Background: an optimization exercise with open tools, aiming at small area and a short achievable clock period. Do not read the settings as production practice. Only simulation tests tie the RTL to the original design; equivalence was not proved. Power and IR drop assume default switching activity.

==> run a: inputs <==
// ProcessCore
module ProcessCore(
    input clk,
    input reset,
    input [63:0] instruction,
    output reg [63:0] mem_address,
    output reg mem_read_enable,
    output reg [63:0] data_to_accumulate,
    output reg accumulate_enable,
    output reg backpressure,
    output reg [63:0] to_on_switch_buffer,
    input [63:0] from_on_switch_buffer,
    output [63:0] accumulate_result,
    output reg write_enable_swap_reg,
    input [63:0] from_accumulate_logic,
    input [3:0] sum_sel,
    output reg [63:0] sum_value,
    output reg [31:0] sum_count
);
Settings: LEC_CHECK=0, ABC_CLOCK_PERIOD_IN_PS=2000, CAP_MARGIN=20, CORE_MARGIN=2, CORE_UTILIZATION=65, CTS_BUF_LIST=sky130_fd_sc_hd__clkbuf_16 sky130_fd_sc_hd__clkbuf_8, CTS_CLUSTER_DIAMETER=60, CTS_CLUSTER_SIZE=30, PLACE_DENSITY=0.75, SETUP_SLACK_MARGIN=3.1, SLEW_MARGIN=20; clock period 6.0 ns.
standard.sh (not shown) runs the stock make flow with config.mk's settings and CLKGATE_MAP_FILE= SYNTH_SCRIPT=/design/flow/synth_recipe.tcl, a recipe that flattens the netlist after the stock synthesis.
==> flow/flow/run.sh <==
#!/bin/bash
# The standard layout (the standard.sh: ORFS from the standard synthesis
# to the routed layout), except that the port buffers inserted before global
# placement are plain buffers (buf_4) instead of the default delay-type buffer.
# The full output of the ORFS make run is kept in standard_make.log; ORFS also
# keeps each step's log under orfs/logs/.
set -euo pipefail
export BUFFER_PORTS_ARGS="-buffer_cell sky130_fd_sc_hd__buf_4"
bash standard.sh > standard_make.log 2>&1
==> run b (differences from run a) <==
==> flow/design.v (replaced) <==
module sk_carry #(parameter W = 64, parameter L = 6) (
    input  [W-1:0] a,
    input  [W-1:0] b,
    input          cin,
    output [W-1:0] c,
    output         cout
);
    reg [W:0] g, p, gn, pn;
    integer l, i, j;
    always @* begin
        g = {a & b, cin};
        p = {a ^ b, 1'b0};
        for (l = 0; l < L; l = l + 1) begin
            gn = g;
            pn = p;
            for (i = 0; i <= W; i = i + 1) begin
                if (i & (1 << l)) begin
                    j = ((i >> l) << l) - 1;
                    gn[i] = g[i] | (p[i] & g[j]);
                    pn[i] = p[i] & p[j];
                end
            end
            g = gn;
            p = pn;
        end
    end
    assign c = g[W-1:0];
    assign cout = g[W];
endmodule
module AccumulateConfigLogic(
    input clk,
    input reset,
    input [63:0] instruction,
    input [63:0] data_in,
    output reg [63:0] accumulate_result,
    output reg bp_signal  
);
    reg [31:0] capacity_counter;
    reg [27:0] sum_candidate_counter;
    reg accumulate_enabled;
    wire [3:0] opcode = instruction[63:60];
    wire op_cfg = (opcode == 4'h1);
    wire op_acc = (opcode == 4'h2);
    wire op_dis = (opcode == 4'h3);
    wire can_acc = accumulate_enabled && (|capacity_counter) && (|sum_candidate_counter);
    wire do_acc = op_acc && can_acc;
    wire [63:0] acc_p = accumulate_result ^ data_in;
    wire [63:0] acc_c;
    wire acc_cout;
    sk_carry #(64, 7) acc_carry (.a(accumulate_result), .b(data_in), .cin(1'b0), .c(acc_c), .cout(acc_cout));
    wire [63:0] acc_t0 = do_acc ? acc_p : accumulate_result;
    wire [63:0] acc_t1 = do_acc ? ~acc_p : accumulate_result;
    wire [63:0] acc_next = (acc_c & acc_t1) | (~acc_c & acc_t0);
    always @(posedge clk or posedge reset) begin
        if (reset) begin
            capacity_counter <= 32'd10;
            sum_candidate_counter <= 28'd5;
            accumulate_result <= 64'd0;
            bp_signal <= 1'b0;
            accumulate_enabled <= 1'b0;
        end else begin
            if (op_cfg) begin
                capacity_counter <= instruction[31:0];
                sum_candidate_counter <= instruction[59:32];
            end else if (do_acc) begin
                capacity_counter <= capacity_counter - 32'd1;
                sum_candidate_counter <= sum_candidate_counter - 28'd1;
            end
            accumulate_result <= acc_next;
            if (op_cfg)
                accumulate_enabled <= 1'b1;
            else if (op_dis)
                accumulate_enabled <= 1'b0;
            if (op_cfg)
                bp_signal <= 1'b0;
            else if (op_acc)
                bp_signal <= !can_acc;
        end
    end
endmodule
module ProcessCore(
    input clk,
    input reset,
    input [63:0] instruction,
    output reg [63:0] mem_address,
    output reg mem_read_enable,
    output reg [63:0] data_to_accumulate,
    output reg accumulate_enable,
    output reg backpressure,
    output reg [63:0] to_on_switch_buffer,
    input [63:0] from_on_switch_buffer,
    output [63:0] accumulate_result,
    output reg write_enable_swap_reg,
    input [63:0] from_accumulate_logic,
    input [3:0] sum_sel,
    output reg [63:0] sum_value,
    output reg [31:0] sum_count
);
reg [3:0] opcode;
reg [43:0] address_field;
reg [15:0] data_field;
reg [15:0] sum_valid;
reg [63:0] SumValue[0:15];
reg [31:0] SumCandidateCounter[0:15];
reg [31:0] cur_lo;
reg [31:0] cur_hi;
reg [31:0] cur_cnt;
reg        pend_en;
reg [3:0]  pend_idx;
reg [31:0] pend_lo;
reg        pend_k;
reg [31:0] pend_xhi;
reg [31:0] pend_chi;
wire [3:0] upd_idx = data_field[3:0];
wire [3:0] nxt_idx = instruction[3:0];
wire [31:0] x_lo = from_accumulate_logic[31:0];
wire [31:0] x_hi = from_accumulate_logic[63:32];
wire [31:0] lo_c;
wire lo_k;
sk_carry #(32, 6) lo_carry (.a(cur_lo), .b(x_lo), .cin(1'b0), .c(lo_c), .cout(lo_k));
wire [31:0] lo_new = cur_lo ^ x_lo ^ lo_c;
wire [31:0] hi_new = pend_chi + pend_xhi + {31'd0, pend_k};
wire [63:0] pend_sum = {hi_new, pend_lo};
wire [31:0] new_cnt = cur_cnt + 32'd1;
wire nxt_fwd1 = accumulate_enable && (upd_idx == nxt_idx);
wire nxt_fwd2 = pend_en && (pend_idx == nxt_idx);
wire cur_fwd = pend_en && (pend_idx == upd_idx);
wire [63:0] nxt_sum_tab = sum_valid[nxt_idx] ? SumValue[nxt_idx] : 64'd0;
wire [31:0] nxt_cnt_tab = sum_valid[nxt_idx] ? SumCandidateCounter[nxt_idx] : 32'd0;
wire rd_fwd = pend_en && (pend_idx == sum_sel);
integer i;
always @(posedge clk) begin
    for (i = 0; i < 16; i = i + 1) begin
        if (pend_en && pend_idx == i)
            SumValue[i] <= pend_sum;
        if (accumulate_enable && upd_idx == i)
            SumCandidateCounter[i] <= new_cnt;
    end
    cur_lo <= nxt_fwd1 ? lo_new : nxt_fwd2 ? pend_lo : nxt_sum_tab[31:0];
    cur_hi <= nxt_fwd2 ? hi_new : nxt_sum_tab[63:32];
    cur_cnt <= nxt_fwd1 ? new_cnt : nxt_cnt_tab;
    pend_idx <= upd_idx;
    pend_lo <= lo_new;
    pend_k <= lo_k;
    pend_xhi <= x_hi;
    pend_chi <= cur_fwd ? hi_new : cur_hi;
end
always @(posedge clk or posedge reset) begin
    if (reset) begin
        pend_en <= 1'b0;
        sum_valid <= 16'd0;
        sum_value <= 64'd0;
        sum_count <= 32'd0;
    end else begin
        pend_en <= accumulate_enable;
        if (accumulate_enable)
            sum_valid[upd_idx] <= 1'b1;
        sum_value <= rd_fwd ? pend_sum : (sum_valid[sum_sel] ? SumValue[sum_sel] : 64'd0);
        sum_count <= sum_valid[sum_sel] ? SumCandidateCounter[sum_sel] : 32'd0;
    end
end
wire bp_from_accumulate_logic;
AccumulateConfigLogic accumulateConfigLogic(
    .clk(clk),
    .reset(reset),
    .instruction(instruction),
    .data_in(from_accumulate_logic),
    .accumulate_result(accumulate_result),
    .bp_signal(bp_from_accumulate_logic)
);
always @(posedge clk) begin
    address_field <= instruction[59:16];
    data_field <= instruction[15:0];
end
always @(posedge clk or posedge reset) begin
    if (reset) begin
        mem_read_enable <= 1'b0;
        mem_address <= 64'd0;
        data_to_accumulate <= 64'd0;
        accumulate_enable <= 1'b0;
        backpressure <= 1'b0;
        to_on_switch_buffer <= 64'd0;
        write_enable_swap_reg <= 1'b0;
        opcode <= 4'd0;
    end else begin
        opcode <= instruction[63:60];
        case (opcode)
            4'd1: begin
                mem_read_enable <= 1'b1;
                mem_address <= {address_field, 20'b0};
            end
            4'd2: write_enable_swap_reg <= 1'b1;
            4'd3: begin
                accumulate_enable <= 1'b1;
                data_to_accumulate <= {48'b0, data_field};
            end
            4'd4: ;
            4'd5: to_on_switch_buffer <= {48'b0, data_field};
            default: begin
                mem_read_enable <= 1'b0;
                write_enable_swap_reg <= 1'b0;
                accumulate_enable <= 1'b0;
            end
        endcase
        backpressure <= bp_from_accumulate_logic;
    end
end
endmodule
==> flow/run.sh (new file) <==
#!/bin/bash
# synth_recipe.tcl (not shown) runs the flow's synth.tcl, then flattens the netlist and writes it again
# the make line also repeats each setting of config.mk as NAME=value (left out here)
make -C /OpenROAD-flow-scripts/flow DESIGN_CONFIG=/design/flow/config.mk WORK_HOME=/design/flow/orfs CLKGATE_MAP_FILE= SYNTH_SCRIPT=/design/flow/synth_recipe.tcl finish
==> flow/config.mk (replaced) <==
export PLATFORM = sky130hd
export DESIGN_NAME = ProcessCore
export DESIGN_NICKNAME = ProcessCore
export VERILOG_FILES = /design/flow/design.v
export SDC_FILE = /design/flow/constraint.sdc
export NUM_CORES = 4
export LEC_CHECK = 0
export ABC_CLOCK_PERIOD_IN_PS = 2000
export CAP_MARGIN = 20
export CORE_MARGIN = 2
export CORE_UTILIZATION = 40
export SETUP_SLACK_MARGIN = 3.5
export SLEW_MARGIN = 20
export TNS_END_PERCENT = 5
removed: flow/flow/run.sh
removed: flow/standard.sh
==> qor summary <==
| metric | run a | run b |
|---|---|---|
| Result of the run | complete, no violations | complete, no violations |
| Total power after layout | 34600 uW | 39300 uW |
| First-pass GRT wire length | 473 mm | 488 mm |
| Met1 Resource Use GR | 58.5% | 39.0% |
| Clock Buffer Count | 155 | 278 |
| Total number of vias | 72200 | 70700 |
| Logic inverters | 66 | 70 |
| Worst setup path endpoint | sum_value[59]$_DFF_PP0_ | pend_chi[26]$_DFF_P_ |
| Area taken by flip-flops and latches | 60300 sq um | 59400 sq um |
| Number of well-tap cells placed | 1876 | 2992 |
| Multiplexer share of the synthesized area | 1.91% | 1.70% |
| Power share of the clock group | 32.2% | 36.8% |
| Static Leakage | 0.0377 uW | 0.0383 uW |

==> separate check: timing with driven ports <==
Ports are ideal in the flow. The routed layouts listed here were re-timed in OpenROAD.
Step 1 sets driving cells, clkbuf_16 on the clock port and buf_2 on the other inputs (assumed; they add their load-dependent delay and slew).
Step 2 moves the port delays by t, midway between the first and last clock arrival at a register: inputs arrive t later, outputs are due t later. That takes back most of the time a late clock gives input paths.
Slacks: ideal ports / drivers / drivers and shift; pairs: ideal ports / drivers.
run	t, ns	setup slack, ns	hold WS [ns]	worst data-port slew with drivers (ns)
run a	0.898	2.893 / 2.917 / 2.019	0.407 / 0.407 / 0.407	0.12
run b	0.963	2.233 / 2.233 / 1.820	0.437 / 0.437 / 0.437	0.09
After both steps setup and hold are still met in every run listed. For run a, which loses most, drivers alone change the setup slack by +0.024 ns; drivers and shift together by -0.874 ns.
